What follows belongs to an exercise in optimizing a design on an open flow for small area, a short achievable clock period and few clock cycles per item; a production flow would make more cautious choices.
Only simulation tests tie the RTL to the original design; equivalence was not proved.
Power and IR drop assume default switching activity.

## flow/design.v (module list and top-level ports; edited modules follow where they fit)
// module multiplier: 1036 lines
// module mul_fa: 4 lines
// module mul_ha: 4 lines
module multiplier(
  output [63:0] prod,
  output busy,
  input [31:0] mc,
  input [31:0] mp,
  input clk,
  input rst,
  input start);
  // ...
==> flow/flow/run.sh <==
#!/bin/bash
# Layout flow: the standard flow (standard synthesis and ORFS steps), except
# that the port buffers inserted before global placement are buf_2 cells
# instead of the delay-cell buffers ORFS picks by default. Every input and
# output port still gets its own buffer.
set -euo pipefail
export BUFFER_PORTS_ARGS="-buffer_cell sky130_fd_sc_hd__buf_2"
bash standard.sh finish > standard_flow.log 2>&1
==> flow/standard.sh <==
#!/bin/bash
# synth_recipe.tcl (not shown) runs the flow's synth.tcl, then flattens the netlist and writes it again
# the make line also repeats each setting of config.mk as NAME=value (left out here)
make -C /OpenROAD-flow-scripts/flow DESIGN_CONFIG=/design/flow/config.mk WORK_HOME=/design/flow/orfs CLKGATE_MAP_FILE= SYNTH_SCRIPT=/design/flow/synth_recipe.tcl "${@:-finish}"
==> flow/config.mk <==
export PLATFORM = sky130hd
export DESIGN_NAME = multiplier
export DESIGN_NICKNAME = multiplier
export VERILOG_FILES = /design/flow/design.v
export SDC_FILE = /design/flow/constraint.sdc
export NUM_CORES = 4
export LEC_CHECK = 0
export CAP_MARGIN = 20
export CORE_MARGIN = 2
export CORE_UTILIZATION = 40
export SETUP_SLACK_MARGIN = 0.05
export SLEW_MARGIN = 20
export SYNTH_HIERARCHICAL = 1
export SYNTH_MINIMUM_KEEP_SIZE = 0
==> flow/constraint.sdc <==
create_clock -name core_clock -period 4.0 [get_ports {clk}]
set_input_delay 0.8000 -clock core_clock [delete_from_list [all_inputs] [get_ports {clk}]]
set_output_delay 0.8000 -clock core_clock [all_outputs]
set_load 0.01 [all_outputs]
==> reports/metrics.json, run 1 <==
{
  "depth_of_the_worst_register_to_register_path": 9,
  "nMultiInputCombCells": 1047,
  "synth_warnings": 7,
  "final_layout_size_suffix_gt1_share_pct": 30.49,
  "comb_power_share_pct": 66.2,
  "layout.cells.largest_class": "multi-input gates",
  "postSynthRegisterBits": 166,
  "route.final.wire_length_um": 45270,
  "hold_buf_cts": 0,
  "core_um2": 38740,
  "cts_setup_buffers": 6,
  "status": "timing/DRC/antenna clean",
  "final-clk-cell-share_pct": 3.199,
  "non_clock_buffer_count": 276,
  "synth_top_cell_by_area": "fa_1",
  "placed_area_um2": 17930,
  "critical_path.top_delay_family": "adder cells",
  "postLayoutCellArea_um2": 18930,
  "seq_area_frac_synth_pct": 27.64,
  "synth_area_um2": 15720,
  "reg_top3": "M x32, S x32, C x31",
  "power_per_cell_area_nw_per_um2": 895.1,
  "share_of_total_power_in_the_clock_network_pct": 10.4,
  "muxShareOfSynthArea_pct": 4.705,
  "groute.layer.met1.usage_pct": 29.45,
  "synth_xor_xnor_area_share_pct": 13.49,
  "pint_mw": 9.545,
  "drt-wirelength-per-cell_um": 21.53,
  "tritoncts_num_sinks": 166,
  "clockNetworkPower_mw": 1.76,
  "placement.setup.worst_slack_ns": -0.2599,
  "num-nets-final": 1888,
  "htree_num_levels": 4,
  "synth_commonest_cells": "xnor2_1, fa_1, o22ai_1, edfxtp_1, and2_1",
  "final_hold_viol_count": 0,
  "core_utilization_of_the_finished_layout_pct": 48.87,
  "fin_crit_ns": 3.955,
  "synthMostInstantiatedCell": "xnor2_1",
  "wl_met2_um": 22460,
  "vias": 11340
}
Testbench counts, summed over its fixed seeds: cycles 9,600, items 3,200.
==> run 2: changes to the inputs <==
--- a/flow/design.v
+++ b/flow/design.v
@@ -10,16 +10,17 @@
 reg [30:0] C;
 reg [23:0] Q;
 reg [11:0] Ls, Lc;
 reg t, cl, busy_r;
 reg [1:0] cnt;
 reg [5:0] d_one, d_two, d_neg;
 wire fin = busy_r & (cnt == 2'd1);
 wire it = start | busy_r;
+wire dkeep = ~rst & (start | (busy_r & ~fin));   
 function [17:0] dec;
   input [12:0] b;
   integer k;
   reg [5:0] o, w, n;
   begin
     for (k = 0; k < 6; k = k + 1) begin
       o[k] = b[2*k+1] ^ b[2*k];
       w[k] = (b[2*k+2] ^ b[2*k+1]) & ~(b[2*k+1] ^ b[2*k]);
@@ -34,21 +35,23 @@
 wire [5:0] oe = busy_r ? d_one : dec0[5:0];
 wire [5:0] we = busy_r ? d_two : dec0[11:6];
 wire [5:0] ne = busy_r ? d_neg : dec0[17:12];
 wire [31:0] Se = S & {32{busy_r}};
 wire [30:0] Ce = C & {31{busy_r}};
 wire te = t | ~busy_r;
 wire [32:0] Mx = {Me[31], Me};
 wire [33:0] Mx2 = {Mx, 1'b0};
-wire [32:0] x0 = ({33{oe[0]}} & Mx) | ({33{we[0]}} & Mx2[32:0]);
-wire [32:0] p0 = x0 ^ {33{ne[0]}};
+wire [32:0] Mr = {M[31], M};
+wire [33:0] Mr2 = {Mr, 1'b0};
+wire [32:0] x0 = ({33{d_one[0]}} & Mr) | ({33{d_two[0]}} & Mr2[32:0]);
+wire [32:0] p0 = x0 ^ {33{d_neg[0]}};
 wire [33:0] pp0 = {~p0[32], p0};
-wire [32:0] x1 = ({33{oe[1]}} & Mx) | ({33{we[1]}} & Mx2[32:0]);
-wire [32:0] p1 = x1 ^ {33{ne[1]}};
+wire [32:0] x1 = ({33{d_one[1]}} & Mr) | ({33{d_two[1]}} & Mr2[32:0]);
+wire [32:0] p1 = x1 ^ {33{d_neg[1]}};
 wire [33:0] pp1 = {~p1[32], p1};
 wire [32:0] x2 = ({33{oe[2]}} & Mx) | ({33{we[2]}} & Mx2[32:0]);
 wire [32:0] p2 = x2 ^ {33{ne[2]}};
 wire [33:0] pp2 = {~p2[32], p2};
 wire [32:0] x3 = ({33{oe[3]}} & Mx) | ({33{we[3]}} & Mx2[32:0]);
 wire [32:0] p3 = x3 ^ {33{ne[3]}};
 wire [33:0] pp3 = {~p3[32], p3};
 wire [32:0] x4 = ({33{oe[4]}} & Mx) | ({33{we[4]}} & Mx2[32:0]);
@@ -59,67 +62,67 @@
 wire [33:0] pp5 = {~p5[32], p5};
 wire hs1, hc1;
 mul_ha u1 (.a(Se[0]), .b(ne[0]), .s(hs1), .co(hc1));
 wire fs2, fc2;
 mul_fa u2 (.a(Ce[0]), .b(Se[1]), .c(hc1), .s(fs2), .co(fc2));
 wire fs3, fc3;
 mul_fa u3 (.a(Ce[1]), .b(Se[2]), .c(ne[1]), .s(fs3), .co(fc3));
 wire fs4, fc4;
-mul_fa u4 (.a(fs3), .b(pp0[2]), .c(pp1[0]), .s(fs4), .co(fc4));
+mul_fa u4 (.a(pp0[2]), .b(pp1[0]), .c(fs3), .s(fs4), .co(fc4));
 wire fs5, fc5;
-mul_fa u5 (.a(Ce[2]), .b(Se[3]), .c(fc3), .s(fs5), .co(fc5));
+mul_fa u5 (.a(Ce[2]), .b(Se[3]), .c(pp0[3]), .s(fs5), .co(fc5));
 wire fs6, fc6;
-mul_fa u6 (.a(pp0[3]), .b(pp1[1]), .c(fs5), .s(fs6), .co(fc6));
+mul_fa u6 (.a(pp1[1]), .b(fc3), .c(fs5), .s(fs6), .co(fc6));
 wire fs7, fc7;
 mul_fa u7 (.a(Ce[3]), .b(Se[4]), .c(ne[2]), .s(fs7), .co(fc7));
 wire fs8, fc8;
 mul_fa u8 (.a(pp0[4]), .b(pp1[2]), .c(fs7), .s(fs8), .co(fc8));
 wire fs9, fc9;
 mul_fa u9 (.a(fc5), .b(pp2[0]), .c(fs8), .s(fs9), .co(fc9));
 wire fs10, fc10;
 mul_fa u10 (.a(Ce[4]), .b(Se[5]), .c(pp0[5]), .s(fs10), .co(fc10));
 wire fs11, fc11;
 mul_fa u11 (.a(pp1[3]), .b(fc7), .c(fs10), .s(fs11), .co(fc11));
 wire fs12, fc12;
-mul_fa u12 (.a(pp2[1]), .b(fc8), .c(fs11), .s(fs12), .co(fc12));
+mul_fa u12 (.a(fc8), .b(pp2[1]), .c(fs11), .s(fs12), .co(fc12));
 wire fs13, fc13;
 mul_fa u13 (.a(Ce[5]), .b(Se[6]), .c(ne[3]), .s(fs13), .co(fc13));
 wire fs14, fc14;
 mul_fa u14 (.a(pp0[6]), .b(pp1[4]), .c(fs13), .s(fs14), .co(fc14));
 wire fs15, fc15;
 mul_fa u15 (.a(fc10), .b(pp2[2]), .c(pp3[0]), .s(fs15), .co(fc15));
 wire fs16, fc16;
 mul_fa u16 (.a(fs14), .b(fc11), .c(fs15), .s(fs16), .co(fc16));
 wire fs17, fc17;
 mul_fa u17 (.a(Ce[6]), .b(Se[7]), .c(pp0[7]), .s(fs17), .co(fc17));
 wire fs18, fc18;
 mul_fa u18 (.a(pp1[5]), .b(fc13), .c(fs17), .s(fs18), .co(fc18));
 wire fs19, fc19;
-mul_fa u19 (.a(pp2[3]), .b(pp3[1]), .c(fc14), .s(fs19), .co(fc19));
+mul_fa u19 (.a(fc14), .b(pp2[3]), .c(pp3[1]), .s(fs19), .co(fc19));
 wire fs20, fc20;
-mul_fa u20 (.a(fc15), .b(fs18), .c(fs19), .s(fs20), .co(fc20));
+mul_fa u20 (.a(fs18), .b(fc15), .c(fs19), .s(fs20), .co(fc20));
 wire fs21, fc21;
 mul_fa u21 (.a(Ce[7]), .b(Se[8]), .c(ne[4]), .s(fs21), .co(fc21));
 wire fs22, fc22;
 mul_fa u22 (.a(pp0[8]), .b(pp1[6]), .c(fs21), .s(fs22), .co(fc22));
 wire fs23, fc23;
 mul_fa u23 (.a(fc17), .b(pp2[4]), .c(pp3[2]), .s(fs23), .co(fc23));
 wire fs24, fc24;
 mul_fa u24 (.a(pp4[0]), .b(fs22), .c(fc18), .s(fs24), .co(fc24));
 wire fs25, fc25;
 mul_fa u25 (.a(fc19), .b(fs23), .c(fs24), .s(fs25), .co(fc25));
 wire fs26, fc26;
 mul_fa u26 (.a(Ce[8]), .b(Se[9]), .c(pp0[9]), .s(fs26), .co(fc26));
 wire fs27, fc27;
 mul_fa u27 (.a(pp1[7]), .b(fc21), .c(fs26), .s(fs27), .co(fc27));
 wire fs28, fc28;
-mul_fa u28 (.a(pp2[5]), .b(pp3[3]), .c(pp4[1]), .s(fs28), .co(fc28));
+mul_fa u28 (.a(fc22), .b(pp2[5]), .c(pp3[3]), .s(fs28), .co(fc28));
 wire fs29, fc29;
-mul_fa u29 (.a(fc22), .b(fc23), .c(fs27), .s(fs29), .co(fc29));
+mul_fa u29 (.a(pp4[1]), .b(fs27), .c(fc23), .s(fs29), .co(fc29));
 wire fs30, fc30;
 mul_fa u30 (.a(fs28), .b(fc24), .c(fs29), .s(fs30), .co(fc30));
 wire fs31, fc31;
 mul_fa u31 (.a(Ce[9]), .b(Se[10]), .c(ne[5]), .s(fs31), .co(fc31));
 wire fs32, fc32;
 mul_fa u32 (.a(pp0[10]), .b(pp1[8]), .c(fs31), .s(fs32), .co(fc32));
 wire fs33, fc33;
 mul_fa u33 (.a(fc26), .b(pp2[6]), .c(pp3[4]), .s(fs33), .co(fc33));
@@ -129,261 +132,261 @@
 mul_fa u35 (.a(fc27), .b(fc28), .c(fs33), .s(fs35), .co(fc35));
 wire fs36, fc36;
 mul_fa u36 (.a(fs34), .b(fc29), .c(fs35), .s(fs36), .co(fc36));
 wire fs37, fc37;
 mul_fa u37 (.a(Ce[10]), .b(Se[11]), .c(pp0[11]), .s(fs37), .co(fc37));
 wire fs38, fc38;
 mul_fa u38 (.a(pp1[9]), .b(fc31), .c(fs37), .s(fs38), .co(fc38));
 wire fs39, fc39;
-mul_fa u39 (.a(pp2[7]), .b(pp3[5]), .c(pp4[3]), .s(fs39), .co(fc39));
+mul_fa u39 (.a(fc32), .b(pp2[7]), .c(pp3[5]), .s(fs39), .co(fc39));
 wire fs40, fc40;
-mul_fa u40 (.a(pp5[1]), .b(fc32), .c(fc33), .s(fs40), .co(fc40));
+mul_fa u40 (.a(pp4[3]), .b(pp5[1]), .c(fs38), .s(fs40), .co(fc40));
 wire fs41, fc41;
-mul_fa u41 (.a(fs38), .b(fs39), .c(fc34), .s(fs41), .co(fc41));
+mul_fa u41 (.a(fc33), .b(fc34), .c(fs39), .s(fs41), .co(fc41));
 wire fs42, fc42;
-mul_fa u42 (.a(fc35), .b(fs40), .c(fs41), .s(fs42), .co(fc42));
+mul_fa u42 (.a(fs40), .b(fc35), .c(fs41), .s(fs42), .co(fc42));
 wire fs43, fc43;
 mul_fa u43 (.a(Ce[11]), .b(Se[12]), .c(pp0[12]), .s(fs43), .co(fc43));
 wire fs44, fc44;
 mul_fa u44 (.a(pp1[10]), .b(fc37), .c(fs43), .s(fs44), .co(fc44));
 wire fs45, fc45;
 mul_fa u45 (.a(pp2[8]), .b(pp3[6]), .c(pp4[4]), .s(fs45), .co(fc45));
 wire fs46, fc46;
-mul_fa u46 (.a(pp5[2]), .b(fc38), .c(fc39), .s(fs46), .co(fc46));
+mul_fa u46 (.a(pp5[2]), .b(fc38), .c(fs44), .s(fs46), .co(fc46));
 wire fs47, fc47;
-mul_fa u47 (.a(fs44), .b(fs45), .c(fc40), .s(fs47), .co(fc47));
+mul_fa u47 (.a(fc39), .b(fs45), .c(fc40), .s(fs47), .co(fc47));
 wire fs48, fc48;
 mul_fa u48 (.a(fs46), .b(fc41), .c(fs47), .s(fs48), .co(fc48));
 wire fs49, fc49;
 mul_fa u49 (.a(Ce[12]), .b(Se[13]), .c(pp0[13]), .s(fs49), .co(fc49));
 wire fs50, fc50;
 mul_fa u50 (.a(pp1[11]), .b(fc43), .c(fs49), .s(fs50), .co(fc50));
 wire fs51, fc51;
 mul_fa u51 (.a(pp2[9]), .b(pp3[7]), .c(pp4[5]), .s(fs51), .co(fc51));
 wire fs52, fc52;
-mul_fa u52 (.a(pp5[3]), .b(fc44), .c(fc45), .s(fs52), .co(fc52));
+mul_fa u52 (.a(pp5[3]), .b(fc44), .c(fs50), .s(fs52), .co(fc52));
 wire fs53, fc53;
-mul_fa u53 (.a(fs50), .b(fs51), .c(fc46), .s(fs53), .co(fc53));
+mul_fa u53 (.a(fc45), .b(fs51), .c(fc46), .s(fs53), .co(fc53));
 wire fs54, fc54;
 mul_fa u54 (.a(fs52), .b(fc47), .c(fs53), .s(fs54), .co(fc54));
 wire fs55, fc55;
 mul_fa u55 (.a(Ce[13]), .b(Se[14]), .c(pp0[14]), .s(fs55), .co(fc55));
 wire fs56, fc56;
 mul_fa u56 (.a(pp1[12]), .b(fc49), .c(fs55), .s(fs56), .co(fc56));
 wire fs57, fc57;
 mul_fa u57 (.a(pp2[10]), .b(pp3[8]), .c(pp4[6]), .s(fs57), .co(fc57));
 wire fs58, fc58;
-mul_fa u58 (.a(pp5[4]), .b(fc50), .c(fc51), .s(fs58), .co(fc58));
+mul_fa u58 (.a(pp5[4]), .b(fc50), .c(fs56), .s(fs58), .co(fc58));
 wire fs59, fc59;
-mul_fa u59 (.a(fs56), .b(fs57), .c(fc52), .s(fs59), .co(fc59));
+mul_fa u59 (.a(fc51), .b(fs57), .c(fc52), .s(fs59), .co(fc59));
 wire fs60, fc60;
 mul_fa u60 (.a(fs58), .b(fc53), .c(fs59), .s(fs60), .co(fc60));
 wire fs61, fc61;
 mul_fa u61 (.a(Ce[14]), .b(Se[15]), .c(pp0[15]), .s(fs61), .co(fc61));
 wire fs62, fc62;
 mul_fa u62 (.a(pp1[13]), .b(fc55), .c(fs61), .s(fs62), .co(fc62));
 wire fs63, fc63;
 mul_fa u63 (.a(pp2[11]), .b(pp3[9]), .c(pp4[7]), .s(fs63), .co(fc63));
 wire fs64, fc64;
-mul_fa u64 (.a(pp5[5]), .b(fc56), .c(fc57), .s(fs64), .co(fc64));
+mul_fa u64 (.a(pp5[5]), .b(fc56), .c(fs62), .s(fs64), .co(fc64));
 wire fs65, fc65;
-mul_fa u65 (.a(fs62), .b(fs63), .c(fc58), .s(fs65), .co(fc65));
+mul_fa u65 (.a(fc57), .b(fs63), .c(fc58), .s(fs65), .co(fc65));
 wire fs66, fc66;
 mul_fa u66 (.a(fs64), .b(fc59), .c(fs65), .s(fs66), .co(fc66));
 wire fs67, fc67;
 mul_fa u67 (.a(Ce[15]), .b(Se[16]), .c(pp0[16]), .s(fs67), .co(fc67));
 wire fs68, fc68;
 mul_fa u68 (.a(pp1[14]), .b(fc61), .c(fs67), .s(fs68), .co(fc68));
 wire fs69, fc69;
 mul_fa u69 (.a(pp2[12]), .b(pp3[10]), .c(pp4[8]), .s(fs69), .co(fc69));
 wire fs70, fc70;
-mul_fa u70 (.a(pp5[6]), .b(fc62), .c(fc63), .s(fs70), .co(fc70));
+mul_fa u70 (.a(pp5[6]), .b(fc62), .c(fs68), .s(fs70), .co(fc70));
 wire fs71, fc71;
-mul_fa u71 (.a(fs68), .b(fs69), .c(fc64), .s(fs71), .co(fc71));
+mul_fa u71 (.a(fc63), .b(fs69), .c(fc64), .s(fs71), .co(fc71));
 wire fs72, fc72;
 mul_fa u72 (.a(fs70), .b(fc65), .c(fs71), .s(fs72), .co(fc72));
 wire fs73, fc73;
 mul_fa u73 (.a(Ce[16]), .b(Se[17]), .c(pp0[17]), .s(fs73), .co(fc73));
 wire fs74, fc74;
 mul_fa u74 (.a(pp1[15]), .b(fc67), .c(fs73), .s(fs74), .co(fc74));
 wire fs75, fc75;
 mul_fa u75 (.a(pp2[13]), .b(pp3[11]), .c(pp4[9]), .s(fs75), .co(fc75));
 wire fs76, fc76;
-mul_fa u76 (.a(pp5[7]), .b(fc68), .c(fc69), .s(fs76), .co(fc76));
+mul_fa u76 (.a(pp5[7]), .b(fc68), .c(fs74), .s(fs76), .co(fc76));
 wire fs77, fc77;
-mul_fa u77 (.a(fs74), .b(fs75), .c(fc70), .s(fs77), .co(fc77));
+mul_fa u77 (.a(fc69), .b(fs75), .c(fc70), .s(fs77), .co(fc77));
 wire fs78, fc78;
 mul_fa u78 (.a(fs76), .b(fc71), .c(fs77), .s(fs78), .co(fc78));
 wire fs79, fc79;
 mul_fa u79 (.a(Ce[17]), .b(Se[18]), .c(pp0[18]), .s(fs79), .co(fc79));
 wire fs80, fc80;
 mul_fa u80 (.a(pp1[16]), .b(fc73), .c(fs79), .s(fs80), .co(fc80));
 wire fs81, fc81;
 mul_fa u81 (.a(pp2[14]), .b(pp3[12]), .c(pp4[10]), .s(fs81), .co(fc81));
 wire fs82, fc82;
-mul_fa u82 (.a(pp5[8]), .b(fc74), .c(fc75), .s(fs82), .co(fc82));
+mul_fa u82 (.a(pp5[8]), .b(fc74), .c(fs80), .s(fs82), .co(fc82));
 wire fs83, fc83;
-mul_fa u83 (.a(fs80), .b(fs81), .c(fc76), .s(fs83), .co(fc83));
+mul_fa u83 (.a(fc75), .b(fs81), .c(fc76), .s(fs83), .co(fc83));
 wire fs84, fc84;
 mul_fa u84 (.a(fs82), .b(fc77), .c(fs83), .s(fs84), .co(fc84));
 wire fs85, fc85;
 mul_fa u85 (.a(Ce[18]), .b(Se[19]), .c(pp0[19]), .s(fs85), .co(fc85));
 wire fs86, fc86;
 mul_fa u86 (.a(pp1[17]), .b(fc79), .c(fs85), .s(fs86), .co(fc86));
 wire fs87, fc87;
 mul_fa u87 (.a(pp2[15]), .b(pp3[13]), .c(pp4[11]), .s(fs87), .co(fc87));
 wire fs88, fc88;
-mul_fa u88 (.a(pp5[9]), .b(fc80), .c(fc81), .s(fs88), .co(fc88));
+mul_fa u88 (.a(pp5[9]), .b(fc80), .c(fs86), .s(fs88), .co(fc88));
 wire fs89, fc89;
-mul_fa u89 (.a(fs86), .b(fs87), .c(fc82), .s(fs89), .co(fc89));
+mul_fa u89 (.a(fc81), .b(fs87), .c(fc82), .s(fs89), .co(fc89));
 wire fs90, fc90;
 mul_fa u90 (.a(fs88), .b(fc83), .c(fs89), .s(fs90), .co(fc90));
 wire fs91, fc91;
 mul_fa u91 (.a(Ce[19]), .b(Se[20]), .c(pp0[20]), .s(fs91), .co(fc91));
 wire fs92, fc92;
 mul_fa u92 (.a(pp1[18]), .b(fc85), .c(fs91), .s(fs92), .co(fc92));
 wire fs93, fc93;
 mul_fa u93 (.a(pp2[16]), .b(pp3[14]), .c(pp4[12]), .s(fs93), .co(fc93));
 wire fs94, fc94;
-mul_fa u94 (.a(pp5[10]), .b(fc86), .c(fc87), .s(fs94), .co(fc94));
+mul_fa u94 (.a(pp5[10]), .b(fc86), .c(fs92), .s(fs94), .co(fc94));
 wire fs95, fc95;
-mul_fa u95 (.a(fs92), .b(fs93), .c(fc88), .s(fs95), .co(fc95));
+mul_fa u95 (.a(fc87), .b(fs93), .c(fc88), .s(fs95), .co(fc95));
 wire fs96, fc96;
 mul_fa u96 (.a(fs94), .b(fc89), .c(fs95), .s(fs96), .co(fc96));
 wire fs97, fc97;
 mul_fa u97 (.a(Ce[20]), .b(Se[21]), .c(pp0[21]), .s(fs97), .co(fc97));
 wire fs98, fc98;
 mul_fa u98 (.a(pp1[19]), .b(fc91), .c(fs97), .s(fs98), .co(fc98));
 wire fs99, fc99;
 mul_fa u99 (.a(pp2[17]), .b(pp3[15]), .c(pp4[13]), .s(fs99), .co(fc99));
 wire fs100, fc100;
-mul_fa u100 (.a(pp5[11]), .b(fc92), .c(fc93), .s(fs100), .co(fc100));
+mul_fa u100 (.a(pp5[11]), .b(fc92), .c(fs98), .s(fs100), .co(fc100));
 wire fs101, fc101;
-mul_fa u101 (.a(fs98), .b(fs99), .c(fc94), .s(fs101), .co(fc101));
+mul_fa u101 (.a(fc93), .b(fs99), .c(fc94), .s(fs101), .co(fc101));
 wire fs102, fc102;
 mul_fa u102 (.a(fs100), .b(fc95), .c(fs101), .s(fs102), .co(fc102));
 wire fs103, fc103;
 mul_fa u103 (.a(Ce[21]), .b(Se[22]), .c(pp0[22]), .s(fs103), .co(fc103));
 wire fs104, fc104;
 mul_fa u104 (.a(pp1[20]), .b(fc97), .c(fs103), .s(fs104), .co(fc104));
 wire fs105, fc105;
 mul_fa u105 (.a(pp2[18]), .b(pp3[16]), .c(pp4[14]), .s(fs105), .co(fc105));
 wire fs106, fc106;
-mul_fa u106 (.a(pp5[12]), .b(fc98), .c(fc99), .s(fs106), .co(fc106));
+mul_fa u106 (.a(pp5[12]), .b(fc98), .c(fs104), .s(fs106), .co(fc106));
 wire fs107, fc107;
-mul_fa u107 (.a(fs104), .b(fs105), .c(fc100), .s(fs107), .co(fc107));
+mul_fa u107 (.a(fc99), .b(fs105), .c(fc100), .s(fs107), .co(fc107));
 wire fs108, fc108;
 mul_fa u108 (.a(fs106), .b(fc101), .c(fs107), .s(fs108), .co(fc108));
 wire fs109, fc109;
 mul_fa u109 (.a(Ce[22]), .b(Se[23]), .c(pp0[23]), .s(fs109), .co(fc109));
 wire fs110, fc110;
 mul_fa u110 (.a(pp1[21]), .b(fc103), .c(fs109), .s(fs110), .co(fc110));
 wire fs111, fc111;
 mul_fa u111 (.a(pp2[19]), .b(pp3[17]), .c(pp4[15]), .s(fs111), .co(fc111));
 wire fs112, fc112;
-mul_fa u112 (.a(pp5[13]), .b(fc104), .c(fc105), .s(fs112), .co(fc112));
+mul_fa u112 (.a(pp5[13]), .b(fc104), .c(fs110), .s(fs112), .co(fc112));
 wire fs113, fc113;
-mul_fa u113 (.a(fs110), .b(fs111), .c(fc106), .s(fs113), .co(fc113));
+mul_fa u113 (.a(fc105), .b(fs111), .c(fc106), .s(fs113), .co(fc113));
 wire fs114, fc114;
 mul_fa u114 (.a(fs112), .b(fc107), .c(fs113), .s(fs114), .co(fc114));
 wire fs115, fc115;
 mul_fa u115 (.a(Ce[23]), .b(Se[24]), .c(pp0[24]), .s(fs115), .co(fc115));
 wire fs116, fc116;
 mul_fa u116 (.a(pp1[22]), .b(fc109), .c(fs115), .s(fs116), .co(fc116));
 wire fs117, fc117;
 mul_fa u117 (.a(pp2[20]), .b(pp3[18]), .c(pp4[16]), .s(fs117), .co(fc117));
 wire fs118, fc118;
-mul_fa u118 (.a(pp5[14]), .b(fc110), .c(fc111), .s(fs118), .co(fc118));
+mul_fa u118 (.a(pp5[14]), .b(fc110), .c(fs116), .s(fs118), .co(fc118));
 wire fs119, fc119;
-mul_fa u119 (.a(fs116), .b(fs117), .c(fc112), .s(fs119), .co(fc119));
+mul_fa u119 (.a(fc111), .b(fs117), .c(fc112), .s(fs119), .co(fc119));
 wire fs120, fc120;
 mul_fa u120 (.a(fs118), .b(fc113), .c(fs119), .s(fs120), .co(fc120));
 wire fs121, fc121;
 mul_fa u121 (.a(Ce[24]), .b(Se[25]), .c(pp0[25]), .s(fs121), .co(fc121));
 wire fs122, fc122;
 mul_fa u122 (.a(pp1[23]), .b(fc115), .c(fs121), .s(fs122), .co(fc122));
 wire fs123, fc123;
 mul_fa u123 (.a(pp2[21]), .b(pp3[19]), .c(pp4[17]), .s(fs123), .co(fc123));
 wire fs124, fc124;
-mul_fa u124 (.a(pp5[15]), .b(fc116), .c(fc117), .s(fs124), .co(fc124));
+mul_fa u124 (.a(pp5[15]), .b(fc116), .c(fs122), .s(fs124), .co(fc124));
 wire fs125, fc125;
-mul_fa u125 (.a(fs122), .b(fs123), .c(fc118), .s(fs125), .co(fc125));
+mul_fa u125 (.a(fc117), .b(fs123), .c(fc118), .s(fs125), .co(fc125));
 wire fs126, fc126;
 mul_fa u126 (.a(fs124), .b(fc119), .c(fs125), .s(fs126), .co(fc126));
 wire fs127, fc127;
 mul_fa u127 (.a(Ce[25]), .b(Se[26]), .c(pp0[26]), .s(fs127), .co(fc127));
 wire fs128, fc128;
 mul_fa u128 (.a(pp1[24]), .b(fc121), .c(fs127), .s(fs128), .co(fc128));
 wire fs129, fc129;
 mul_fa u129 (.a(pp2[22]), .b(pp3[20]), .c(pp4[18]), .s(fs129), .co(fc129));
 wire fs130, fc130;
-mul_fa u130 (.a(pp5[16]), .b(fc122), .c(fc123), .s(fs130), .co(fc130));
+mul_fa u130 (.a(pp5[16]), .b(fc122), .c(fs128), .s(fs130), .co(fc130));
 wire fs131, fc131;
-mul_fa u131 (.a(fs128), .b(fs129), .c(fc124), .s(fs131), .co(fc131));
+mul_fa u131 (.a(fc123), .b(fs129), .c(fc124), .s(fs131), .co(fc131));
 wire fs132, fc132;
 mul_fa u132 (.a(fs130), .b(fc125), .c(fs131), .s(fs132), .co(fc132));
 wire fs133, fc133;
 mul_fa u133 (.a(Ce[26]), .b(Se[27]), .c(pp0[27]), .s(fs133), .co(fc133));
 wire fs134, fc134;
 mul_fa u134 (.a(pp1[25]), .b(fc127), .c(fs133), .s(fs134), .co(fc134));
 wire fs135, fc135;
 mul_fa u135 (.a(pp2[23]), .b(pp3[21]), .c(pp4[19]), .s(fs135), .co(fc135));
 wire fs136, fc136;
-mul_fa u136 (.a(pp5[17]), .b(fc128), .c(fc129), .s(fs136), .co(fc136));
+mul_fa u136 (.a(pp5[17]), .b(fc128), .c(fs134), .s(fs136), .co(fc136));
 wire fs137, fc137;
-mul_fa u137 (.a(fs134), .b(fs135), .c(fc130), .s(fs137), .co(fc137));
+mul_fa u137 (.a(fc129), .b(fs135), .c(fc130), .s(fs137), .co(fc137));
 wire fs138, fc138;
 mul_fa u138 (.a(fs136), .b(fc131), .c(fs137), .s(fs138), .co(fc138));
 wire fs139, fc139;
 mul_fa u139 (.a(Ce[27]), .b(Se[28]), .c(pp0[28]), .s(fs139), .co(fc139));
 wire fs140, fc140;
 mul_fa u140 (.a(pp1[26]), .b(fc133), .c(fs139), .s(fs140), .co(fc140));
 wire fs141, fc141;
 mul_fa u141 (.a(pp2[24]), .b(pp3[22]), .c(pp4[20]), .s(fs141), .co(fc141));
 wire fs142, fc142;
-mul_fa u142 (.a(pp5[18]), .b(fc134), .c(fc135), .s(fs142), .co(fc142));
+mul_fa u142 (.a(pp5[18]), .b(fc134), .c(fs140), .s(fs142), .co(fc142));
 wire fs143, fc143;
-mul_fa u143 (.a(fs140), .b(fs141), .c(fc136), .s(fs143), .co(fc143));
+mul_fa u143 (.a(fc135), .b(fs141), .c(fc136), .s(fs143), .co(fc143));
 wire fs144, fc144;
 mul_fa u144 (.a(fs142), .b(fc137), .c(fs143), .s(fs144), .co(fc144));
 wire fs145, fc145;
 mul_fa u145 (.a(Ce[28]), .b(Se[29]), .c(pp0[29]), .s(fs145), .co(fc145));
 wire fs146, fc146;
 mul_fa u146 (.a(pp1[27]), .b(fc139), .c(fs145), .s(fs146), .co(fc146));
 wire fs147, fc147;
 mul_fa u147 (.a(pp2[25]), .b(pp3[23]), .c(pp4[21]), .s(fs147), .co(fc147));
 wire fs148, fc148;
-mul_fa u148 (.a(pp5[19]), .b(fc140), .c(fc141), .s(fs148), .co(fc148));
+mul_fa u148 (.a(pp5[19]), .b(fc140), .c(fs146), .s(fs148), .co(fc148));
 wire fs149, fc149;
-mul_fa u149 (.a(fs146), .b(fs147), .c(fc142), .s(fs149), .co(fc149));
+mul_fa u149 (.a(fc141), .b(fs147), .c(fc142), .s(fs149), .co(fc149));
 wire fs150, fc150;
 mul_fa u150 (.a(fs148), .b(fc143), .c(fs149), .s(fs150), .co(fc150));
 wire fs151, fc151;
 mul_fa u151 (.a(Ce[29]), .b(Se[30]), .c(pp0[30]), .s(fs151), .co(fc151));
 wire fs152, fc152;
 mul_fa u152 (.a(pp1[28]), .b(fc145), .c(fs151), .s(fs152), .co(fc152));
 wire fs153, fc153;
 mul_fa u153 (.a(pp2[26]), .b(pp3[24]), .c(pp4[22]), .s(fs153), .co(fc153));
 wire fs154, fc154;
-mul_fa u154 (.a(pp5[20]), .b(fc146), .c(fc147), .s(fs154), .co(fc154));
+mul_fa u154 (.a(pp5[20]), .b(fc146), .c(fs152), .s(fs154), .co(fc154));
 wire fs155, fc155;
-mul_fa u155 (.a(fs152), .b(fs153), .c(fc148), .s(fs155), .co(fc155));
+mul_fa u155 (.a(fc147), .b(fs153), .c(fc148), .s(fs155), .co(fc155));
 wire fs156, fc156;
 mul_fa u156 (.a(fs154), .b(fc149), .c(fs155), .s(fs156), .co(fc156));
 wire fs157, fc157;
 mul_fa u157 (.a(Ce[30]), .b(Se[31]), .c(pp0[31]), .s(fs157), .co(fc157));
 wire fs158, fc158;
 mul_fa u158 (.a(pp1[29]), .b(fc151), .c(fs157), .s(fs158), .co(fc158));
 wire fs159, fc159;
 mul_fa u159 (.a(pp2[27]), .b(pp3[25]), .c(pp4[23]), .s(fs159), .co(fc159));
 wire fs160, fc160;
-mul_fa u160 (.a(pp5[21]), .b(fc152), .c(fc153), .s(fs160), .co(fc160));
+mul_fa u160 (.a(pp5[21]), .b(fc152), .c(fs158), .s(fs160), .co(fc160));
 wire fs161, fc161;
-mul_fa u161 (.a(fs158), .b(fs159), .c(fc154), .s(fs161), .co(fc161));
+mul_fa u161 (.a(fc153), .b(fs159), .c(fc154), .s(fs161), .co(fc161));
 wire fs162, fc162;
 mul_fa u162 (.a(fs160), .b(fc155), .c(fs161), .s(fs162), .co(fc162));
 wire fs163, fc163;
 mul_fa u163 (.a(~te), .b(pp0[32]), .c(pp1[30]), .s(fs163), .co(fc163));
 wire fs164, fc164;
 mul_fa u164 (.a(fc157), .b(fs163), .c(pp2[28]), .s(fs164), .co(fc164));
 wire fs165, fc165;
 mul_fa u165 (.a(pp3[26]), .b(pp4[24]), .c(pp5[22]), .s(fs165), .co(fc165));
@@ -409,17 +412,17 @@
 mul_fa u175 (.a(1'b1), .b(pp1[32]), .c(fc169), .s(fs175), .co(fc175));
 wire fs176, fc176;
 mul_fa u176 (.a(pp2[30]), .b(pp3[28]), .c(pp4[26]), .s(fs176), .co(fc176));
 wire fs177, fc177;
 mul_fa u177 (.a(pp5[24]), .b(fs175), .c(fc170), .s(fs177), .co(fc177));
 wire fs178, fc178;
 mul_fa u178 (.a(fc171), .b(fs176), .c(fc172), .s(fs178), .co(fc178));
 wire fs179, fc179;
-mul_fa u179 (.a(fs177), .b(fs178), .c(fc173), .s(fs179), .co(fc179));
+mul_fa u179 (.a(fs177), .b(fc173), .c(fs178), .s(fs179), .co(fc179));
 wire fs180, fc180;
 mul_fa u180 (.a(pp1[33]), .b(pp2[31]), .c(pp3[29]), .s(fs180), .co(fc180));
 wire fs181, fc181;
 mul_fa u181 (.a(pp4[27]), .b(pp5[25]), .c(fc175), .s(fs181), .co(fc181));
 wire fs182, fc182;
 mul_fa u182 (.a(fc176), .b(fs180), .c(fs181), .s(fs182), .co(fc182));
 wire fs183, fc183;
 mul_fa u183 (.a(fc177), .b(fs182), .c(fc178), .s(fs183), .co(fc183));
@@ -1013,19 +1016,19 @@
 always @(posedge clk) begin
   if (rst) busy_r <= 1'b0;
   else if (start) busy_r <= 1'b1;
   else if (fin) busy_r <= 1'b0;
   cnt <= start ? 2'd0 : cnt + 2'd1;
   M <= Me;
   if (start) Q <= {11'd0, {mp[31:19]}};
   else if (busy_r) Q <= {F[11:0], Q[23:12]};
-  d_one <= decn[5:0];
-  d_two <= decn[11:6];
-  d_neg <= decn[17:12];
+  d_one <= decn[5:0] & {6{dkeep}};
+  d_two <= decn[11:6] & {6{dkeep}};
+  d_neg <= decn[17:12] & {6{dkeep}};
   if (it) begin
     S <= Tp[43:12];
     C <= Tg[42:12];
     t <= Tp[44] | Tg[43];
     Ls <= Tp[11:0];
     Lc <= Tg[11:0];
     cl <= csh & busy_r;
   end
==> reports/metrics.json, run 2 <==
{
  "die_height_um": 204.3,
  "drt-wirelength-per-cell": {"value": 21.58, "unit": "um", "change": "+0.22%"},
  "placed_area": {"value": 17830, "unit": "um2", "change": "-0.59%"},
  "hold_class": "flop to flop",
  "synth_warnings": {"value": 7, "change": "unchanged"},
  "cts_root_buffer": "clkbuf_16",
  "asyncSetResetFlopFracSynth_pct": 0,
  "via_count_of_the_first_global_routing_pass": 12010,
  "dieWidth_um": 204.3,
  "holdPathStages": 1,
  "routed_via_density": 5.453,
  "max_slew_margin_pct": 57.90,
  "htree_num_levels": {"value": 4, "change": "unchanged"},
  "critical_path_sink_type": "output pin",
  "max-vdd-ir-drop_mv": 0.4390,
  "postLayoutCellArea": {"value": 18680, "unit": "um2", "change": "-1.3%"},
  "synth_top_cell_by_area": "fa_1",
  "critical_path.top_delay_family": "simple AND/OR/NAND/NOR gates",
  "grt_setup_unrepaired": "true",
  "final_hold_viol_count": {"value": 0, "change": "unchanged"},
  "cp-start-kind": "flop",
  "n_antenna_cell": 0,
  "maximum_number_of_pins_on_one_net_before_global_route_repair": 54,
  "seq_area_frac_synth": {"value": 27.07, "unit": "%", "change": "-0.56 points"},
  "path_clk_slew_ns": 0.08,
  "r2r_end": "S[19]$_DFFE_PP_",
  "hold_worst_slack_ns": 0.4354,
  "timing_worst_setup_path_type": "flop to output pin",
  "route.final.wire_length": {"value": 46170, "unit": "um", "change": "+2.0%"},
  "most_common_cell_after_layout_fill_and_taps_aside": "xnor2_1",
  "worst_slew_pin_slew_ns": 0.6315,
  "num-nets-final": {"value": 1919, "change": "+1.6%"},
  "clock_insertion_delay_worst_skew_ns": 0.48,
  "depth_of_the_worst_register_to_register_path": {"value": 9, "change": "unchanged"},
  "worst-endpoint-required_ns": 3.20,
  "fin_crit_sh_pct": 98.24,
  "power_mw": 15.89,
  "final_layout_size_suffix_gt1_share": {"value": 23.53, "unit": "%", "change": "-7.0 points"},
  "power_per_cell_area": {"value": 850.7, "unit": "nW/um2", "change": "-5.0%"},
  "critical_path.slowest_cell": "edfxtp_1",
  "tritoncts_num_sinks": {"value": 166, "change": "unchanged"},
  "power_leakage_nw": 7.421,
  "detailedRoute.firstIterationViolations": 830,
  "port_buffers": 131,
  "die_area_um2": 41730,
  "cts-root-to-sink-buffers": 2,
  "timing.clock.skew_ns": 0.01626,
  "tritoncts_clock_tree": "yes",
  "postSynthRegisterBits": {"value": 166, "change": "unchanged"},
  "floorplan.initialDensity_pct": 40.48,
  "r2r_setup_slack_ns": 0.10,
  "path_max_fanout": 5,
  "core": {"value": 39640, "unit": "um2", "change": "+2.3%"},
  "fin_crit": {"value": 3.930, "unit": "ns", "change": "-0.02586 ns"},
  "mostFrequentLayoutCells": "xnor2_1, fa_1, buf_2, o22ai_1, buf_4",
  "worstSetupStartpoint": "S[7]$_DFFE_PP_",
  "dr.pass1.iters": 5,
  "synth-main-ff-cell": "edfxtp_1",
  "top_level_ports": 132,
  "synthDominantCellAreaShare_pct": 23.96,
  "drc": 0,
  "maxClockFrequency_mhz": 254.5,
  "syn-mean-instance-area_um2": 11.00,
  "status": "timing/DRC/antenna clean",
  "post_layout_nonfiller_instances": 2140,
  "postSynthCellCount": 1459,
  "synth_top_cells_by_area": "fa_1, edfxtp_1, xnor2_1",
  "grt_pass1_wl_um": 71130,
  "floorplan.rows": 73,
  "hold_buf_cts": {"value": 0, "change": "unchanged"},
  "synth_commonest_cells": "xnor2_1, fa_1, o22ai_1, edfxtp_1",
  "drv.max_cap_violation_count": 0,
  "worstPathBufferInverterCount": 2,
  "global_route.overflow_total": 0,
  "detailedPlacementHpwl_um": 36540,
  "critPathMaxStageDelay_ns": 0.47,
  "core_utilization_of_the_finished_layout": {"value": 47.12, "unit": "%", "change": "-1.8 points"},
  "finalSetupViolations": 0,
  "drt.antenna.violating_nets": 0,
  "cts-buffers-inserted": 17,
  "routabilityCongestion": 0.8786,
  "source_of_the_worst_register_to_register_timing_path": "d_two[0]$_DFF_P_",
  "netlist-cell-type-count": 66,
  "number_of_enable_flip_flop_cells_after_synthesis": 102,
  "place.detailed.instances": 2092,
  "groute.usage.overall_pct": 22.73,
  "worst-endpoint-arrival_ns": 3.13,
  "vias": {"value": 11670, "change": "+2.9%"},
  "area_growth_syn_to_layout_pct": 16.40,
  "reg_top3": "M x32, S x32, C x31",
  "slew_limit_fails": 0,
  "timing.hold.worst_endpoint": "cnt[0]$_SDFF_PP0_",
  "worst_hold_startpoint": "cnt[0]$_SDFF_PP0_",
  "grt_antenna_before_repair": 0,
  "synth_area": {"value": 16050, "unit": "um2", "change": "+2.1%"},
  "critical_path.cell_chain": "nand4_2, nor3_1, nand3_1, a211oi_4, a2111oi_4, buf_4, o31ai_4, a21oi_2, xnor2_2, buf_2",
  "synthMostInstantiatedCell": "xnor2_1"
}
-- run 2: cell types whose count changed after synthesis, moves of 5 or more --
cell / delta
nor2_1: +19
a211oi_1: +15
o21ai_0: -6
xor2_1: +6
and2_1: -5
nor3_1: +5
-- run 2: how the worst max path moves through the flow --
stage	to	slack, ns	cells after the start
final	prod[57]	0.07	10
after floorplan	S[0]$_DFFE_PP_	-0.02	9
after detailed placement	S[23]$_DFFE_PP_	-0.38	11
after global placement	Ls[11]$_DFFE_PP_	-0.35	11
after CTS	prod[50]	0.05	11
after global routing	prod[57]	-0.05	12
-- run 2: final cells by class --
cell class / instances / area (um2)
inverter: 59 / 221.5
multi-input combinational: 1094 / 10940
tap: 525 / 656.9
sequential: 166 / 4353
clock buffer: 18 / 439.2
clock inverter: 14 / 178.9
timing repair buffer: 264 / 1886
fill: 3679 / 20960
-- run 2: Yosys stat by module, one instance, submodules excluded --
module / flops+latches / cells inside
mul_ha: 0 / 1
multiplier: 166 / 1260
mul_fa: 0 / 1
-- run 2: routing by layer --
layer | wire length [um] | GRT usage [%] | part of all wire (%) | vias up
li1 | - | - | - | 5323
met1 | 19790 | 29.79 | 43 | 5963
met2 | 23340 | 38.49 | 51 | 339
met3 | 2284 | 4.098 | 4.9 | 45
met4 | 761 | 6.444 | 1.6 | 0
met5 | 0 | 0 | 0 | -
-- run 2: cells by family after synthesis --
logic type	Yosys count	share of synthesized area, %
AO/OA/AOI/OAI	308	13.26
XOR/XNOR	248	13.54
adder cells (fa/ha/maj)	250	28.48
buffers and inverters	203	6.371
flip-flops	166	27.07
multiplexers	65	4.148
other	1	0.02337
AND/OR/NAND/NOR	218	7.112
-- run 2: what timing repair did --
item                                    in CTS  in global routing
endpoints found under the setup margin       9                 41
gates resized for setup                      5                 16
buffers inserted                             3                 13
pin swaps                                    2                 13
-- run 2: power breakdown --
part / switching [mW] / internal (mW) / leakage [nW]
clock: 0.849 / 0.913 / 0.301
combinational: 5.49 / 4.73 / 5.53
sequential: 0.670 / 3.23 / 1.59
total: 7.01 / 8.88 / 7.42
-- run 2: per-stage QoR --
step	worst slack (ns)	setup TNS [ns]
CTS	0.04772	0
floorplan	-0.01779	-0.02936
finish	0.07038	0
global placement	-0.3471	-14.47
detailed placement	-0.3792	-17.24
global route	-0.05163	-0.1516
Testbench counts of run 2, summed over its fixed seeds: cycles 9,600, items 3,200.
==> run 3: changes to the inputs <==
--- a/flow/config.mk
+++ b/flow/config.mk
@@ -9,3 +9,3 @@
 export CORE_MARGIN = 2
-export CORE_UTILIZATION = 40
+export CORE_UTILIZATION = 50
 export SETUP_SLACK_MARGIN = 0.05
==> reports/metrics.json, run 3 <==
{
  "status": "timing/DRC/antenna clean",
  "netSwitchingPower": {"value": 6.791, "unit": "mW", "change": "-3.2%"},
  "power_leakage": {"value": 7.454, "unit": "nW", "change": "+0.45%"},
  "synthDominantCellAreaShare": {"value": 23.96, "unit": "%", "change": "unchanged"},
  "number_of_enable_flip_flop_cells_after_synthesis": {"value": 102, "change": "unchanged"},
  "groute.usage.overall": {"value": 28.06, "unit": "%", "change": "+5.3 points"},
  "maxClockFrequency": {"value": 259.2, "unit": "MHz", "change": "+1.9%"},
  "grt_pass1_wl": {"value": 70300, "unit": "um", "change": "-1.2%"},
  "final_layout_size_suffix_gt1_share": {"value": 23.63, "unit": "%", "change": "+0.098 points"},
  "placed_area": {"value": 17780, "unit": "um2", "change": "-0.26%"},
  "cp-start-kind": "flop",
  "timing.hold.worst_endpoint": "cnt[0]$_SDFF_PP0_",
  "dieWidth": {"value": 183.1, "unit": "um", "change": "-10%"},
  "area_growth_syn_to_layout_pct": 15.94,
  "final_hold_viol_count": {"value": 0, "change": "unchanged"},
  "num-nets-final": {"value": 1925, "change": "+0.31%"},
  "tritoncts_num_sinks": {"value": 166, "change": "unchanged"},
  "synth_top_cells_by_area": "fa_1, edfxtp_1, xnor2_1",
  "floorplan.rows": {"value": 65, "change": "-11%"},
  "holdPathStages": {"value": 1, "change": "unchanged"},
  "grt_use_met2": {"value": 47.68, "unit": "%", "change": "+9.2 points"},
  "dr.pass1.iters": {"value": 5, "change": "unchanged"},
  "routabilityCongestion": {"value": 0.9094, "change": "+3.5%"},
  "drt-wirelength-per-cell": {"value": 22.39, "unit": "um", "change": "+3.8%"},
  "core": {"value": 31560, "unit": "um2", "change": "-20%"},
  "die_area": {"value": 33540, "unit": "um2", "change": "-20%"},
  "globalRouteMet3Util": {"value": 4.051, "unit": "%", "change": "-0.047 points"},
  "share_of_total_power_in_the_clock_network": {"value": 11.1, "unit": "%", "change": "about the same"},
  "place.detailed.instances": {"value": 1980, "change": "-5.4%"},
  "routed_via_density": {"value": 5.792, "change": "+6.2%"},
  "pint": {"value": 8.697, "unit": "mW", "change": "-2.0%"},
  "htree_num_levels": {"value": 4, "change": "unchanged"},
  "path_clk_slew": {"value": 0.08, "unit": "ns", "change": "about the same"},
  "critical_path_sink_type": "flop",
  "worst-endpoint-required": {"value": 4.22, "unit": "ns", "change": "+1.02 ns"},
  "synth_area": {"value": 16050, "unit": "um2", "change": "unchanged"},
  "p_sw_share": {"value": 43.85, "unit": "%", "change": "-0.29 points"},
  "tritoncts_clock_tree": "yes",
  "comb_power_share": {"value": 63.9, "unit": "%", "change": "-0.5 points"},
  "cts-buffers-inserted": {"value": 17, "change": "unchanged"},
  "postSynthCellCount": {"value": 1459, "change": "unchanged"},
  "groute.layer.met1.usage": {"value": 37.49, "unit": "%", "change": "+7.7 points"},
  "hold_class": "flop to flop",
  "postLayoutCellArea": {"value": 18600, "unit": "um2", "change": "-0.40%"},
  "grt_setup_unrepaired": "true",
  "worst-endpoint-arrival": {"value": 4.08, "unit": "ns", "change": "+0.95 ns"},
  "netlist-cell-type-count": {"value": 66, "change": "unchanged"},
  "timing.clock.skew": {"value": 0.01567, "unit": "ns", "change": "-0.0005935 ns"},
  "most_common_cell_after_layout_fill_and_taps_aside": "xnor2_1",
  "drv.max_cap_violation_count": {"value": 0, "change": "unchanged"},
  "synthMostInstantiatedCell": "xnor2_1",
  "worst_slew_pin_slew": {"value": 0.6592, "unit": "ns", "change": "+0.02767 ns"},
  "die_height": {"value": 183.1, "unit": "um", "change": "-10%"},
  "timing_worst_setup_path_type": "flop to flop",
  "mostFrequentLayoutCells": "xnor2_1, fa_1, buf_2, o22ai_1, buf_4",
  "grt_busiest_layer": "met2",
  "r2r_setup_slack": {"value": 0.14, "unit": "ns", "change": "+0.04 ns"},
  "drc": {"value": 0, "change": "unchanged"},
  "route.final.wire_length": {"value": 45320, "unit": "um", "change": "-1.8%"},
  "postSynthRegisterBits": {"value": 166, "change": "unchanged"},
  "synth_top_cell_by_area": "fa_1",
  "port_buffers": {"value": 131, "change": "unchanged"},
  "post_layout_nonfiller_instances": {"value": 2024, "change": "-5.4%"},
  "p_seq_share": {"value": 25.0, "unit": "%", "change": "+0.5 points"},
  "seq_area_frac_synth": {"value": 27.07, "unit": "%", "change": "unchanged"},
  "fin_crit_sh": {"value": 96.44, "unit": "%", "change": "-1.8 points"},
  "power_per_cell_area": {"value": 832.6, "unit": "nW/um2", "change": "-2.1%"},
  "synth_commonest_cells": "xnor2_1, fa_1, o22ai_1, edfxtp_1",
  "source_of_the_worst_register_to_register_timing_path": "busy_r$_SDFFE_PP0P_",
  "clock_insertion_delay_worst_skew": {"value": 0.47, "unit": "ns", "change": "about the same"},
  "global_route.overflow_total": {"value": 0, "change": "unchanged"},
  "floorplan.initialDensity": {"value": 50.85, "unit": "%", "change": "+10 points"},
  "cts_root_buffer": "clkbuf_16",
  "top_level_ports": {"value": 132, "change": "unchanged"},
  "detailedRoute.firstIterationViolations": {"value": 1087, "change": "+31%"},
  "drt.antenna.violating_nets": {"value": 0, "change": "unchanged"},
  "vias": {"value": 11720, "change": "+0.45%"},
  "detailedPlacementHpwl": {"value": 35040, "unit": "um", "change": "-4.1%"},
  "syn-mean-instance-area": {"value": 11.00, "unit": "um2", "change": "unchanged"},
  "maximum_number_of_pins_on_one_net_before_global_route_repair": {"value": 104, "change": "+93%"},
  "synth-main-ff-cell": "edfxtp_1",
  "worst_hold_startpoint": "cnt[0]$_SDFF_PP0_",
  "synth_warnings": {"value": 7, "change": "unchanged"},
  "slew_limit_fails": {"value": 0, "change": "unchanged"},
  "path_max_fanout": {"value": 42, "change": "+37"},
  "via_count_of_the_first_global_routing_pass": {"value": 11980, "change": "-0.24%"},
  "finalSetupViolations": {"value": 0, "change": "unchanged"},
  "depth_of_the_worst_register_to_register_path": {"value": 9, "change": "unchanged"},
  "max_slew_margin": {"value": 56.05, "unit": "%", "change": "-1.8 points"},
  "asyncSetResetFlopFracSynth": {"value": 0, "unit": "%", "change": "unchanged"},
  "r2r_end": "S[0]$_DFFE_PP_",
  "reg_top3": "M x32, S x32, C x31",
  "max-vdd-ir-drop": {"value": 0.4788, "unit": "mV", "change": "+9.1%"},
  "grt_antenna_before_repair": {"value": 2, "change": "+2"},
  "cts-root-to-sink-buffers": {"value": 2, "change": "unchanged"},
  "fin_crit": {"value": 3.858, "unit": "ns", "change": "-0.07186 ns"}
}
==> run 3: worst max path at each step <==
| stage | start | end | cells past startpoint |
|---|---|---|---|
| final | busy_r$_SDFFE_PP0P_ | S[0]$_DFFE_PP_ | 9 |
| after global placement | mp[3] | S[1]$_DFFE_PP_ | 11 |
| after floorplan | mp[7] | S[0]$_DFFE_PP_ | 9 |
| after CTS | cl$_DFFE_PP_ | prod[62] | 11 |
| after detailed placement | mp[3] | S[22]$_DFFE_PP_ | 12 |
| after global routing | cl$_DFFE_PP_ | prod[36] | 13 |
==> run 3: power by group through the flow <==
| stage | combinational, mW | sequential [mW] | clock, mW |
|---|---|---|---|
| finish | 9.90 | 3.87 | 1.72 |
| global route | 11.2 | 3.96 | 1.80 |
| CTS | 9.93 | 3.87 | 1.74 |
| detailed placement | 9.79 | 3.91 | 0 |
| global placement | 9.53 | 3.90 | 0 |
| floorplan | 7.18 | 3.68 | 0 |
==> run 3: Yosys stat by module, one instance, submodules excluded <==
module	cells	cell area, um2	flip-flops and latches	copies in the design
mul_fa	1	20.02	0	192
mul_ha	1	12.51	0	7
multiplier	1260	12110	166	1
==> run 3: worst max-delay path, cell delays in order (launching register included) <==
cell and delay [ns]:
dfxtp_4 0.38, buf_12 0.14, buf_12 0.16, and2_1 0.18
fa_1 0.58, fa_1 0.50, fa_1 0.41, fa_1 0.53
fa_1 0.42, ha_1 0.28
==> run 3: cell type report <==
type	instances	area, um2
Clock inverter	15	180.2
Clock buffer	17	425.4
Fill cell	2721	12950
Timing Repair Buffer	270	1978
Antenna cell	1	2.502
Tap cell	402	503.0
Inverter	59	221.5
Multi-Input combinational cell	1094	10940
Sequential cell	166	4353
==> run 3: repair_timing <==
item                       CTS  global route
hold buffers                 0             0
gates resized for setup      5            11
gates cloned                 0             0
buffers inserted             2             9
setup endpoints to repair   13            45
pin swaps                    3             3
==> run 3: stage by stage <==
step	power (mW)	hold WS, ns	worst slack, ns	TNS, ns	utilization (%)
6_report	15.49	0.4318	0.1422	0	58.95
5_1_grt	16.95	0.4480	0.02824	0	58.95
4_1_cts	15.54	0.4305	0.07683	0	58.45
3_5_place_dp	13.70	0.4176	-0.2610	-11.01	56.36
3_3_place_gp	13.43	0.4013	-0.2165	-8.301	56.36
2_1_floorplan	10.86	0.3896	-0.01779	-0.02936	-
==> run 3: per-layer routing <==
layer,wire length [um],vias up
li1,-,5354
met1,19060,5874
met2,22670,448
met3,2734,46
met4,860,0
met5,0,-
==> run 3: cells by family (layout without fill, tap and decap cells) <==
| group | count (synthesis) | in the layout | share of synthesized area [%] |
|---|---|---|---|
| AO/OA/AOI/OAI | 308 | 308 | 13.26 |
| adder cells (fa/ha/maj) | 250 | 250 | 28.48 |
| XOR/XNOR | 248 | 248 | 13.54 |
| AND/OR/NAND/NOR | 218 | 218 | 7.112 |
| buffers and inverters | 203 | 361 | 6.371 |
| flip-flops | 166 | 166 | 27.07 |
| multiplexers | 65 | 65 | 4.148 |
| other | 1 | 6 | 0.02337 |
==> run 4: changes to the inputs <==
--- a/flow/config.mk
+++ b/flow/config.mk
@@ -9,3 +9,3 @@
 export CORE_MARGIN = 2
-export CORE_UTILIZATION = 50
+export CORE_UTILIZATION = 55
 export SETUP_SLACK_MARGIN = 0.05
==> reports/metrics.json, run 4 <==
{
  "postSynthRegisterBits": {"value": 166, "change": "unchanged"},
  "clock_insertion_delay_worst_skew": {"value": 0.46, "unit": "ns", "change": "about the same"},
  "path_max_fanout": {"value": 9, "change": "-79%"},
  "grt_pass1_wl": {"value": 70300, "unit": "um", "change": "about the same"},
  "critPathMaxStageDelay": {"value": 0.53, "unit": "ns", "change": "-0.05 ns"},
  "mostFrequentLayoutCells": "xnor2_1, fa_1, buf_2, o22ai_1, buf_4",
  "dieWidth": {"value": 174.8, "unit": "um", "change": "-4.6%"},
  "source_of_the_worst_register_to_register_timing_path": "busy_r$_SDFFE_PP0P_",
  "reg_top3": "M x32, S x32, C x31",
  "placed_area": {"value": 17720, "unit": "um2", "change": "-0.35%"},
  "worst-endpoint-arrival": {"value": 4.07, "unit": "ns", "change": "about the same"},
  "grt_setup_unrepaired": "true",
  "vias": {"value": 11670, "change": "-0.44%"},
  "grt_antenna_before_repair": {"value": 0, "change": "-2"},
  "critical_path_sink_type": "flop",
  "cts-root-to-sink-buffers": {"value": 2, "change": "unchanged"},
  "drt.antenna.violating_nets": {"value": 0, "change": "unchanged"},
  "worstSetupStartpoint": "busy_r$_SDFFE_PP0P_",
  "max_slew_margin": {"value": 56.97, "unit": "%", "change": "+0.91 points"},
  "critical_path.cell_chain": "buf_12, mux2i_4, o22ai_1, xnor2_1, fa_1, fa_2, fa_1, fa_1, ha_1",
  "timing_worst_setup_path_type": "flop to flop",
  "postSynthCellCount": {"value": 1459, "change": "unchanged"},
  "die_area": {"value": 30560, "unit": "um2", "change": "-8.9%"},
  "cts_root_buffer": "clkbuf_16",
  "htree_num_levels": {"value": 4, "change": "unchanged"},
  "asyncSetResetFlopFracSynth": {"value": 0, "unit": "%", "change": "unchanged"},
  "n_antenna_cell": {"value": 0, "change": "-1"},
  "synthMostInstantiatedCell": "xnor2_1",
  "top_level_ports": {"value": 132, "change": "unchanged"},
  "worst-endpoint-required": {"value": 4.19, "unit": "ns", "change": "-0.03 ns"},
  "floorplan.initialDensity": {"value": 55.90, "unit": "%", "change": "+5.1 points"},
  "port_buffers": {"value": 131, "change": "unchanged"},
  "floorplan.rows": {"value": 62, "change": "-4.6%"},
  "worst_hold_startpoint": "cnt[0]$_SDFF_PP0_",
  "global_route.overflow_total": {"value": 0, "change": "unchanged"},
  "core": {"value": 28700, "unit": "um2", "change": "-9.0%"},
  "hold_class": "flop to flop",
  "postLayoutCellArea": {"value": 18600, "unit": "um2", "change": "about the same"},
  "number_of_enable_flip_flop_cells_after_synthesis": {"value": 102, "change": "unchanged"},
  "most_common_cell_after_layout_fill_and_taps_aside": "xnor2_1",
  "worst_path_most_repeated_cell": "fa_1",
  "max-vdd-ir-drop": {"value": 0.6393, "unit": "mV", "change": "+34%"},
  "maximum_number_of_pins_on_one_net_before_global_route_repair": {"value": 104, "change": "unchanged"},
  "timing.clock.skew": {"value": 0.01650, "unit": "ns", "change": "+0.0008315 ns"},
  "placement.setup.worst_slack": {"value": -0.2864, "unit": "ns", "change": "-0.02540 ns"},
  "synth_area": {"value": 16050, "unit": "um2", "change": "unchanged"},
  "worstPathBufferInverterCount": {"value": 1, "change": "-1"},
  "netlist-cell-type-count": {"value": 66, "change": "unchanged"},
  "routabilityCongestion": {"value": 0.8895, "change": "-2.2%"},
  "cts-buffers-inserted": {"value": 17, "change": "unchanged"},
  "place.detailed.instances": {"value": 1960, "change": "-1.0%"},
  "final_layout_size_suffix_gt1_share": {"value": 24.60, "unit": "%", "change": "+0.97 points"},
  "area_growth_syn_to_layout": {"value": 15.92, "unit": "%", "change": "about the same"},
  "groute.usage.overall": {"value": 30.58, "unit": "%", "change": "+2.5 points"},
  "dr.pass1.iters": {"value": 5, "change": "unchanged"},
  "critical_path.top_delay_family": "adder cells",
  "power_leakage": {"value": 7.436, "unit": "nW", "change": "-0.24%"},
  "synthDominantCellAreaShare": {"value": 23.96, "unit": "%", "change": "unchanged"},
  "fin_worst_setup_slack": {"value": 0.1219, "unit": "ns", "change": "-0.02031 ns"},
  "status": "timing/DRC/antenna clean",
  "hold_worst_slack": {"value": 0.4130, "unit": "ns", "change": "-0.01883 ns"},
  "syn-mean-instance-area": {"value": 11.00, "unit": "um2", "change": "unchanged"},
  "die_height": {"value": 174.8, "unit": "um", "change": "-4.6%"},
  "final_hold_viol_count": {"value": 0, "change": "unchanged"},
  "finalSetupViolations": {"value": 0, "change": "unchanged"},
  "critical_path.slowest_cell": "fa_1",
  "maxClockFrequency": {"value": 257.9, "unit": "MHz", "change": "-0.52%"},
  "seq_area_frac_synth": {"value": 27.07, "unit": "%", "change": "unchanged"},
  "synth_warnings": {"value": 7, "change": "unchanged"},
  "detailedRoute.firstIterationViolations": {"value": 1035, "change": "-4.8%"},
  "slew_limit_fails": {"value": 0, "change": "unchanged"},
  "drt-wirelength-per-cell": {"value": 22.72, "unit": "um", "change": "+1.5%"},
  "drv.max_cap_violation_count": {"value": 0, "change": "unchanged"},
  "fin_crit_sh": {"value": 96.95, "unit": "%", "change": "+0.51 points"},
  "synth_commonest_cells": "xnor2_1, fa_1, o22ai_1, edfxtp_1",
  "route.final.wire_length": {"value": 45480, "unit": "um", "change": "+0.36%"},
  "power_per_cell_area": {"value": 845.3, "unit": "nW/um2", "change": "+1.5%"},
  "num-nets-final": {"value": 1922, "change": "-0.16%"},
  "routed_via_density": {"value": 5.830, "change": "+0.66%"},
  "synth_top_cell_by_area": "fa_1",
  "synth_top_cells_by_area": "fa_1, edfxtp_1, xnor2_1",
  "detailedPlacementHpwl": {"value": 35420, "unit": "um", "change": "+1.1%"},
  "tritoncts_num_sinks": {"value": 166, "change": "unchanged"},
  "synth-main-ff-cell": "edfxtp_1",
  "hold_buf_cts": {"value": 0, "change": "unchanged"},
  "worst_slew_pin_slew": {"value": 0.6455, "unit": "ns", "change": "-0.01372 ns"},
  "cp-start-kind": "flop",
  "post_layout_nonfiller_instances": {"value": 2002, "change": "-1.1%"},
  "path_clk_slew": {"value": 0.08, "unit": "ns", "change": "about the same"},
  "final.setup.tns": {"value": 0, "unit": "ns", "change": "unchanged"},
  "tritoncts_clock_tree": "yes",
  "drc": {"value": 0, "change": "unchanged"},
  "via_count_of_the_first_global_routing_pass": {"value": 12000, "change": "+0.15%"},
  "fin_crit": {"value": 3.878, "unit": "ns", "change": "+0.02031 ns"}
}
[run 4: cell count changes in the layout (fill, tap and decap cells not counted), moves of 3 or more]
cell / change
a22oi_2: +3
fa_2: +8
buf_12: -5
inv_6: -3
inv_8: +3
a22oi_1: -3
fa_1: -8
buf_4: -3
[run 4: path summary, 6_finish.rpt]
kind	endpoint	slack, ns	cells past startpoint
worst max-delay path	S[22]$_DFFE_PP_	0.12	9
worst min-delay path	cnt[0]$_SDFF_PP0_	0.41	1
worst min register to register	cnt[0]$_SDFF_PP0_	0.41	1
worst max register to register	S[22]$_DFFE_PP_	0.12	9
[run 4: kinds of logic after synthesis]
| family | count (synthesis) | synth area share (%) |
|---|---|---|
| other | 1 | 0.02337 |
| flip-flops | 166 | 27.07 |
| AND/OR/NAND/NOR | 218 | 7.112 |
| multiplexers | 65 | 4.148 |
| adder cells (fa/ha/maj) | 250 | 28.48 |
| XOR/XNOR | 248 | 13.54 |
| AO/OA/AOI/OAI | 308 | 13.26 |
| buffers and inverters | 203 | 6.371 |
[run 4: worst reg2reg max path, cell delays in order (launching register included)]
cell and delay [ns]:
dfxtp_4 0.46, buf_12 0.18, mux2i_4 0.38, o22ai_1 0.17, xnor2_1 0.24, fa_1 0.49, fa_2 0.38, fa_1 0.53
fa_1 0.45, ha_1 0.33
[run 4: what timing repair did]
item | in CTS | in global routing
cloned | 0 | 1
pin swaps | 1 | 14
endpoints found under the setup margin | 40 | 33
gates resized for setup | 6 | 33
setup buffers | 1 | 8
[run 4: per-stage QoR]
step	utilization [%]	total power [mW]
after floorplan	-	10.86
after global placement	61.74	13.63
after detailed placement	61.74	13.88
after CTS	63.99	15.73
after global routing	64.80	17.15
final	64.80	15.72
[run 4: per-module statistics from Yosys, one instance, submodules excluded]
module / cells inside / flops+latches / times used / area [um2]
mul_fa: 1 / 0 / 192 / 20.02
mul_ha: 1 / 0 / 7 / 12.51
multiplier: 1260 / 166 / 1 / 12110
[run 4: area by class of cell]
cell class | count | area (um2)
timing repair buffer | 267 | 1946
fill | 2369 | 10100
clock inverter | 15 | 183.9
tap | 384 | 480.5
inverter | 59 | 221.5
sequential | 166 | 4359
clock buffer | 17 | 425.4
multi-input combinational | 1094 | 10980
[run 4: layer usage]
| metal | global-route usage [%] | vias up | part of all wire, % |
|---|---|---|---|
| met5 | 0 | - | 0 |
| met4 | 7.049 | 0 | 2.0 |
| met3 | 5.461 | 52 | 6.1 |
| met2 | 49.88 | 374 | 48 |
| met1 | 42.85 | 5906 | 44 |
| li1 | - | 5339 | - |
[run 4: where the power goes]
part	switching (mW)	internal, mW	total, mW	leakage [nW]
Combinational	5.41	4.70	10.1	5.54
Clock	0.852	0.849	1.70	0.299
Sequential	0.683	3.23	3.91	1.59

-- port drivers added, routing unchanged --
No port has a modelled driver above. Below, the same layouts with a new extraction and two added sets of constraints. Step 1 assumes that a clkbuf_16 drives the clock port and a buf_2 every other input. Step 2 adds t to the input delays and takes it off the output delays; t is the mean of the earliest and latest rising clock arrival at the registers after step 1. Input paths then give back, and output paths get back, about the clock's delay inside the block. Three values: ideal, step 1, step 2; two values: the first two.
run | shift t [ns] | setup WS [ns] | worst register clock-pin slew, ns
run 1 | 0.506 | 0.045 / 0.045 / -0.296 | 0.08 / 0.08
run 2 | 0.526 | 0.070 / 0.018 / -0.305 | 0.08 / 0.08
run 3 | 0.511 | 0.142 / 0.091 / -0.248 | 0.08 / 0.08
run 4 | 0.502 | 0.122 / 0.122 / -0.216 | 0.08 / 0.08
With both steps, setup timing fails in every run listed, where it was met with ideal ports. For run 3, which loses most, drivers alone change the setup slack by -0.051 ns; drivers and shift together by -0.390 ns.
